Background: an optimization exercise with open tools, aiming at small area and a short achievable clock period. Do not read the settings as production practice. Where RTL was checked, it was by simulation tests only, not by an equivalence proof against the original. For run 2, only the layout was checked, not whether the RTL still works. Power figures rest on the tool's default switching activity, not on a simulated workload.

==> flow/design.v (outline; a module is shown in full before it is edited, if it fits) <==
// module register: 18 lines
// module delay: 26 lines
// module multiplexer: 12 lines
// module multiplier: 11 lines
// module adder: 12 lines
// module comparator: 10 lines
// module rectifier: 10 lines
// module distortion: 1494 lines
module distortion
#(
    parameter int WIDTH = 24
)
(
    input logic clk,
    input logic reset,
    input logic enable,
    input logic [WIDTH-1:0] in,
    input logic [WIDTH-1:0] gain,
    input logic [WIDTH-1:0] threshold,
    output logic [WIDTH-1:0] out
);
  // ...
==> flow/run.sh <==
#!/bin/bash
# synth_recipe.tcl (not shown) runs the flow's synth.tcl, then flattens the netlist and writes it again
# the make line also repeats each setting of config.mk as NAME=value (left out here)
make -C /OpenROAD-flow-scripts/flow DESIGN_CONFIG=/design/flow/config.mk WORK_HOME=/design/flow/orfs CLKGATE_MAP_FILE= SYNTH_SCRIPT=/design/flow/synth_recipe.tcl finish
==> flow/config.mk <==
export PLATFORM = sky130hd
export DESIGN_NAME = distortion
export DESIGN_NICKNAME = distortion
export VERILOG_FILES = /design/flow/design.v
export SDC_FILE = /design/flow/constraint.sdc
export NUM_CORES = 4
export LEC_CHECK = 0
export CAP_MARGIN = 20
export CORE_MARGIN = 2
export CORE_UTILIZATION = 30
export SETUP_SLACK_MARGIN = 4.4
export SLEW_MARGIN = 20
export TNS_END_PERCENT = 0
==> flow/constraint.sdc <==
create_clock -name core_clock -period 7.5 [get_ports {clk}]
set_input_delay 1.5000 -clock core_clock [delete_from_list [all_inputs] [get_ports {clk}]]
set_output_delay 1.5000 -clock core_clock [all_outputs]
set_load 0.01 [all_outputs]
==> results.cfg, run 1 <==
[setup_path]
crit_path_end_kind = flop
crit_arrival_ns = 3.60
crit_family = adder cells
r2r_end = r2[18]$_DFFE_PP_

[yosys]
synth_fa_ha_area_frac = 0.2965
synth_top_area_frac = 0.2754
syn_inst = 2104

[final_layout]
stdcell_area_um2 = 27370
clkbuf_count = 33
n_all_buffers = 220
n_antenna_cell = 0
final_cells = 3187
final_util = 0.3615

[hold_path]
hold_path_startpoint = v1$_DFFE_PP0P_

[sta]
max_slew_margin = 0.3954
setup_tns_ns = 0
fin_crit_sh = 0.4355
min_period_ns = 3.266

[global_route]
grt_pass1_vias = 17400
grt_max_degree = 92

[power]
internal-power_mw = 6.947
powerComb_mw = 7.80
design_power_total_mw = 12.12

[clocking]
post_cts_resized = 56
root_buffer = clkbuf_16
insertion_delay_ns = 0.61
cts_max_level = 1
cts_max_path_buffers = 3

[floorplanning]
fp-row-count = 101
dieArea_um2 = 78560

[detailed_routing]
postRouteAntennaNets = 0
drt_first_pass_iters = 8

[outcome]
status = finished clean
==> inputs of run 2 (changes only) <==
--- a/flow/design.v
+++ b/flow/design.v
@@ -125,18 +125,20 @@
 logic v1, v2, v3;
 always_ff @(posedge clk or posedge reset) begin
     if (reset) begin
         v1 <= 1'b0; v2 <= 1'b0; v3 <= 1'b0;
     end else if (enable) begin
         v1 <= 1'b1; v2 <= v1; v3 <= v2;
     end
 end
-always_ff @(posedge clk) begin
-    if (enable) begin
+always_ff @(posedge clk or posedge reset) begin
+    if (reset) begin
+        d <= '0; b_one <= '0; b_two <= '0; b_neg <= '0; b_g23 <= 1'b0;
+    end else if (enable) begin
         d <= in; b_one <= e_one; b_two <= e_two; b_neg <= e_neg; b_g23 <= gain[23];
     end
 end
 wire pp_0_0 = ((b_one[0] & d[0]) | (b_two[0] & 1'b0)) ^ b_neg[0];
 wire pp_0_1 = ((b_one[0] & d[1]) | (b_two[0] & d[0])) ^ b_neg[0];
 wire pp_0_2 = ((b_one[0] & d[2]) | (b_two[0] & d[1])) ^ b_neg[0];
 wire pp_0_3 = ((b_one[0] & d[3]) | (b_two[0] & d[2])) ^ b_neg[0];
 wire pp_0_4 = ((b_one[0] & d[4]) | (b_two[0] & d[3])) ^ b_neg[0];
==> flow/config.mk (replaced) <==
export PLATFORM = sky130hd
export DESIGN_NAME = distortion
export DESIGN_NICKNAME = distortion
export VERILOG_FILES = /design/flow/design.v
export SDC_FILE = /design/flow/constraint.sdc
export NUM_CORES = 4
export LEC_CHECK = 0
export CAP_MARGIN = 20
export CORE_MARGIN = 2
export CORE_UTILIZATION = 40
export SETUP_SLACK_MARGIN = 4.4
export SLEW_MARGIN = 20
export TNS_END_PERCENT = 0
==> run 2 against run 1 <==
Register-to-register slack worse by 0.17 ns. Worst hold slack worse by 0.0050 ns. Clock power is 6% lower. Die area is 23% lower. Critical path depth is 1 lower. Largest cell class unchanged. Sequential cell count stayed put. Wire length is 1.6% higher. Non-clock buffer count is 32 lower. Combinational power is 16% higher. Synthesized cell count is 6.8% higher. Sequential share of layout area is 0.21 points lower. Highest routed layer unchanged. First-iteration DRC count is 7.4% higher.
==> results.cfg, run 2 <==
[yosys]
ys_ff_latch = 237
ys_seq_area_frac = 0.2849
ys.flop_type = edfxtp_1
synth_edf_count = 149
synth.distinct_cells = 55
syn-cell-area_um2 = 23430
post-synth-top-count-cell = inv_1
synth_top_area_frac = 0.2059
syn_nets = 2721
yosys-top-cells-area = fa_1 (21%), edfxtp_1 (19%), xnor2_1 (13%)
syn-mean-instance-area_um2 = 10.42
async_flop_share = 0.3713
yosys_warnings = 1
synth_area_leader_cell = fa_1
syn_inst = 2248
synth_common_cells = inv_1 (336), xnor2_1 (335), a22oi_1 (273), fa_1 (241), clkbuf_1 (162)

[flow_run]
drv_cap = 0

[outcome]
status = finished clean

[setup_path]
critPathBufInv = 3
worstRegToRegCells = 8
crit_required_ns = 7.83
r2r_slack_ns = 4.06
worst_setup_path_start_kind = flop
reg2reg_from = b_neg[8]$_DFFE_PP0P_
crit_arrival_ns = 3.76
crit_family = adder cells
crit_top_cell = fa_1
worst-setup-path-type = flop to flop
critPathMaxFanout = 18
cp.depth = 8
critPathMaxStageDelay_ns = 0.50
cpMaxStageDelayCell = fa_1
crit_path_end_kind = flop
crit_chain = buf_4 > inv_2 > xnor2_1 > fa_1 > fa_1 > fa_1 > inv_1 > fa_1
r2r_end = r2[52]$_DFFE_PP_

[clocking]
cts_max_path_buffers = 3
cts_buffers = 29
insertion_delay_ns = 0.59
path_clk_slew_ns = 0.07
cts.sink_count = 237
cts_max_level = 1
root_buffer = clkbuf_16
cts_tree = yes

[final_layout]
final_util = 0.4605
regMostFlops = r2
drive_gt1_frac = 0.1069
final_nets = 2751
area_growth_pct = 13.59
layout_common_cells = xnor2_1 (334), inv_1 (324), a22oi_1 (273)
nFillCells = 5369
layout_commonest_cell = xnor2_1
n_antenna_cell = 0
largest_reg_flops = 101

[power]
p_switching_mw = 6.114
clockPowerShare = 0.107
power_density_nw_per_um2 = 503.3
p_seq_frac = 0.219
comb_power_share = 0.674
leakage_nw = 10.91
internal-power_mw = 7.283
peakVddDrop_mv = 0.2132
design_power_total_mw = 13.40
swShare = 0.4564

[floorplanning]
fp-row-count = 88
chipWidth_um = 246.1
core-area_um2 = 57810
die_h_um = 246.1
ioPinCount = 99
dieArea_um2 = 60540
start_util = 0.4054

[placement]
place.gp.congestion = 0.8998
io_buffers = 98
dp_hpwl_um = 46860

[global_route]
grt_antenna_before_repair = 0
grt_max_degree = 150
grt_pass1_vias = 18520
grt_overflow = 0
grt_pass1_wl_um = 108000
grt_usage = 0.2319

[sta]
min_period_ns = 3.438
grt_setup_unrepaired = true
drv_slew = 0
finalHoldViolations = 0
finalSetupViolCount = 0
max_freq_ghz = 0.2908
max_slew.worst_pin.slew_ns = 0.9692
max_slew_margin = 0.3523
fin_crit_sh = 0.4584
setup_tns_ns = 0
fin_skew_ns = 0.01961

[hold_path]
holdPathStages = 1
hold_path_startpoint = v1$_DFFE_PP0P_
hold_end = v1$_DFFE_PP0P_
hold_path.class = flop to flop

[detailed_routing]
vias = 17270
drt_iter0_drc = 1612
m1WireLength_um = 29030
drc = 0
drt_first_pass_iters = 6
wl_met2_um = 31570
met3WireLength_um = 6554
wire_per_inst_um = 22.73
dr.max_layer_used = met4
viasPerCell = 5.632
drt-total-wl_um = 69700
postRouteAntennaNets = 0
run 2: metrics by stage:
step / cell area (um^2) / hold WS, ns / std cells / setup slack [ns]
floorplan: 23440 / 0.4305 / 2248 / 3.822
global placement: 25010 / 0.4457 / 2968 / 3.225
detailed placement: 25010 / 0.4497 / 2968 / 3.192
CTS: 26390 / 0.4681 / 3046 / 4.064
global route: 26620 / 0.4935 / 3066 / 4.004
finish: 26620 / 0.4649 / 3066 / 4.062
run 2: worst max path at each step:
stage / slack [ns] / to / from
after global routing: 4.00 / out[18]$_DFFE_PP0P_ / t[19]$_DFFE_PP_
final: 4.06 / r2[52]$_DFFE_PP_ / b_neg[8]$_DFFE_PP0P_
after global placement: 3.23 / r2[64]$_DFFE_PP_ / b_neg[7]$_DFFE_PP0P_
after CTS: 4.06 / out[5]$_DFFE_PP0P_ / x[21]$_DFFE_PP_
after detailed placement: 3.19 / r2[64]$_DFFE_PP_ / b_neg[7]$_DFFE_PP0P_
after floorplan: 3.82 / r2[70]$_DFFE_PP_ / b_neg[4]$_DFFE_PP0P_
run 2: area by class of cell:
cell class	instances	area, um^2	share of cell area
multi-input combinational	1477	14840	0.5575
sequential	237	6736	0.2531
timing repair buffer	188	1780	0.06688
inverter	345	1325	0.04977
tap	765	957.2	0.03596
clock buffer	35	758.2	0.02848
clock inverter	19	221.5	0.008319
run 2: worst reg2reg max path, cell delays in order (launching register included):
cell     delay [ns]
dfrtp_1        0.32
buf_4          0.36
inv_2          0.30
xnor2_1        0.33
fa_1           0.45
fa_1           0.43
fa_1           0.51
inv_1          0.05
fa_1           0.43
run 2: logic make-up (layout without fill, tap and decap cells):
family                   after synthesis  after routing  synth area share
multiplexers                          62             62           0.02851
AO/OA/AOI/OAI                        486            486            0.1426
XOR/XNOR                             341            341            0.1274
buffers and inverters                534            587           0.08660
adder cells (fa/ha/maj)              398            398            0.2897
AND/OR/NAND/NOR                      190            190           0.04026
flip-flops                           237            237            0.2849
run 2: timing repair:
| action | 4_1_cts | 5_1_grt |
|---|---|---|
| pin swaps | 11 | 3 |
| setup endpoints to repair | 118 | 103 |
| setup buffers | 22 | 20 |
| gates cloned | 2 | 0 |
| hold buffers | 0 | 0 |
| resized for setup | 60 | 23 |
run 2: power by group through the flow:
stage / clock network, mW / registers, mW / logic (mW)
3_5_place_dp: 0 / 2.98 / 8.63
5_1_grt: 1.53 / 2.99 / 10.2
2_1_floorplan: 0 / 2.78 / 6.02
4_1_cts: 1.48 / 2.95 / 8.94
3_3_place_gp: 0 / 2.96 / 8.39
6_report: 1.44 / 2.93 / 9.02
run 2: metal layers:
metal | global-route usage | up-vias
met5 | 0 | -
met4 | 0.09180 | 0
met3 | 0.05283 | 181
met2 | 0.3670 | 922
met1 | 0.3075 | 8545
li1 | - | 7619

==> re-timing with driven ports <==
The results above use ideal ports. As a check the final layouts listed here were re-extracted and re-timed, cells and wires unchanged.
Step 1 (the two cells are an assumption about what drives the block):
set clk [get_ports {clk}]
set_driving_cell -lib_cell sky130_fd_sc_hd__clkbuf_16 $clk
set_driving_cell -lib_cell sky130_fd_sc_hd__buf_2 [delete_from_list [all_inputs] $clk]
Step 2, shift: input delay + t, output delay - t, t = (earliest + latest rising clock arrival at the registers) / 2. This alone moves slack from input paths to output paths.
Three values: no drivers, after step 1, after step 2; two values: the first two.
run | t, ns | slack for setup (ns) | worst setup path after step 2 | clock arrival spread, ns | worst slew at a driven data input, ns
run 1 | 0.661 | 4.234 / 4.234 / 4.234 | register to register | 0.018 / 0.018 | 0.08
run 2 | 0.649 | 4.062 / 4.062 / 4.062 | register to register | 0.020 / 0.020 | 0.07
After both steps every run listed still meets setup and hold.
